Background: an optimization exercise with open tools, aiming at small area. Do not read the settings as production practice.

== run A ==
==> flow/design.v (excerpt) <==
module wal_video (
    input  logic        clk,
    input  logic        rst,         
    input  logic        reg_we,
    input  logic [3:0]  reg_addr,    
    input  logic [31:0] reg_wdata,
    output logic [11:0] vram_addr,
    input  logic [31:0] vram_rdata,
    output logic        hs,
    output logic        vs,
    output logic        vde,
    output logic [3:0]  red,
    output logic [3:0]  green,
    output logic [3:0]  blue
);
Size in the first run: about 1,600 cells after synthesis, ~250 flip-flops, about 98 I/O pins.
==> flow/config.mk <==
export PLATFORM = sky130hd
export DESIGN_NAME = wal_video
export DESIGN_NICKNAME = wal_video
export VERILOG_FILES = /design/flow/design.v
export SDC_FILE = /design/flow/constraint.sdc
export NUM_CORES = 4
export LEC_CHECK = 0
export ABC_AREA = 1
export CAP_MARGIN = 0
export CORE_MARGIN = 2
export CORE_UTILIZATION = 40
export CTS_CLUSTER_DIAMETER = 70
export CTS_CLUSTER_SIZE = 24
export SLEW_MARGIN = 0
export SYNTH_MEMORY_MAX_BITS = 32768
==> flow/constraint.sdc <==
create_clock -name core_clock -period 18.0 [get_ports {clk}]
set_input_delay 3.6000 -clock core_clock [delete_from_list [all_inputs] [get_ports {clk}]]
set_output_delay 3.6000 -clock core_clock [all_outputs]
set_load 0.01 [all_outputs]
standard.sh (not shown) runs the stock make flow with config.mk's settings and CLKGATE_MAP_FILE= SYNTH_SCRIPT=/design/flow/synth_recipe.tcl, a recipe that flattens the netlist after the stock synthesis.
==> flow/flow/run.sh <==
#!/bin/bash
# Own layout flow: the standard layout (standard.sh), except that
#  - synthesis maps the combinational logic with an area-oriented ABC script
#    (flow/area.script); everything else in synthesis, including the
#    registers, is the standard synthesis (flow/my_synth.tcl is
#    synth_recipe.tcl with the abc call's script swapped);
#  - synthesis leaves adders to ABC instead of mapping them to the
#    library's full/half-adder cells (ADDER_MAP_FILE empty);
#  - the resizer may swap a cell for one of another footprint
#    (MATCH_CELL_FOOTPRINT=0);
#  - port buffers are the smallest buffer (sky130_fd_sc_hd__buf_1);
#  - clock tree synthesis without dummy loads (CTS_ARGS: the standard
#    arguments with CTS_CLUSTER_SIZE / CTS_CLUSTER_DIAMETER from config.mk,
#    plus -dont_use_dummy_load).
set -euo pipefail
W=$(pwd)
F=$W/flow
sed -e "s#SYNTH_SCRIPT=[^ ]*#SYNTH_SCRIPT=$F/my_synth.tcl MATCH_CELL_FOOTPRINT=0#" standard.sh > $W/my_standard.sh
grep -q "SYNTH_SCRIPT=$F/my_synth.tcl" $W/my_standard.sh
export MY_ABC_SCRIPT=$F/area.script
export ADDER_MAP_FILE=
export BUFFER_PORTS_ARGS="-buffer_cell sky130_fd_sc_hd__buf_1"
export CTS_ARGS="-sink_clustering_enable -repair_clock_nets -sink_clustering_size 24 -sink_clustering_max_diameter 70 -dont_use_dummy_load"
bash $W/my_standard.sh finish > $W/flow_make.log 2>&1
==> flow/flow/area.script <==
strash
ifraig
scorr
dc2
dch -f
amap -m -F 2 -A 6
strash
dch -f
amap -m -F 2 -A 6
topo
==> flow/flow/my_synth.tcl <==
proc synth {args} { yosys synth -nofsm -noshare {*}$args }
proc abc {args} {
  set i [lsearch -exact $args -script]
  if {$i >= 0} { set args [lreplace $args $i [expr {$i+1}] -script $::env(MY_ABC_SCRIPT)] }
  yosys abc {*}$args
}
source $::env(SCRIPTS_DIR)/synth.tcl
# left out here: clear keep_hierarchy, flatten, clean up, hide names made inside functions, write 1_2_yosys.v
Run A went all the way through the flow, and no timing, DRC or antenna check failed.
Input-level comparison between run B and run A:
--- a/flow/flow/run.sh
+++ b/flow/flow/run.sh
@@ -7,6 +7,4 @@
 #  - synthesis leaves adders to ABC instead of mapping them to the
 #    library's full/half-adder cells (ADDER_MAP_FILE empty);
-#  - the resizer may swap a cell for one of another footprint
-#    (MATCH_CELL_FOOTPRINT=0);
 #  - port buffers are the smallest buffer (sky130_fd_sc_hd__buf_1);
 #  - clock tree synthesis without dummy loads (CTS_ARGS: the standard
@@ -16,5 +14,5 @@
 W=$(pwd)
 F=$W/flow
-sed -e "s#SYNTH_SCRIPT=[^ ]*#SYNTH_SCRIPT=$F/my_synth.tcl MATCH_CELL_FOOTPRINT=0#" standard.sh > $W/my_standard.sh
+sed "s#SYNTH_SCRIPT=[^ ]*#SYNTH_SCRIPT=$F/my_synth.tcl#" standard.sh > $W/my_standard.sh
 grep -q "SYNTH_SCRIPT=$F/my_synth.tcl" $W/my_standard.sh
 export MY_ABC_SCRIPT=$F/area.script
==> summary.txt <==
- Having completed the whole flow, run B delivered a layout that passed the timing, design-rule and antenna checks.
- Cell area after layout came out exactly the same in run A and run B.
- From run A to run B, layout-stage area growth over the synthesis result did not move at all.
- [compare] base=run A new=run B: total stage count of the critical path did not really move, number of buffers added on ports did not really move, final cell count did not really move.
- Highest clock frequency the design can meet across run A and run B: no real change.
No run of this note included a check of the RTL's function; only the layout flow was run.

==> static timing again, ports no longer ideal <==
Ports are ideal in the flow. The routed layouts listed here were re-timed in OpenROAD. Step 1: set_driving_cell puts a clkbuf_16 on clk and a buf_2 on each other input, an assumption about the parent block. Step 2 also shifts input and output timing later by t, the mid clock arrival at the registers, as if the neighbouring blocks saw the same clock. Slacks: no drivers / after step 1 / after step 2; pairs: no drivers / after step 1.
| run | t (ns) | setup WS [ns] | latest minus earliest clock arrival (ns) | worst register clock-pin slew, ns | pins driven straight from the clock port |
|---|---|---|---|---|---|
| run A | 0.531 | 1.643 / 1.600 / 2.131 | 0.074 / 0.074 | 0.10 / 0.10 | 1 |
| run B | 0.531 | 1.643 / 1.600 / 2.131 | 0.074 / 0.074 | 0.10 / 0.10 | 1 |
After both steps setup and hold are still met in every run listed.
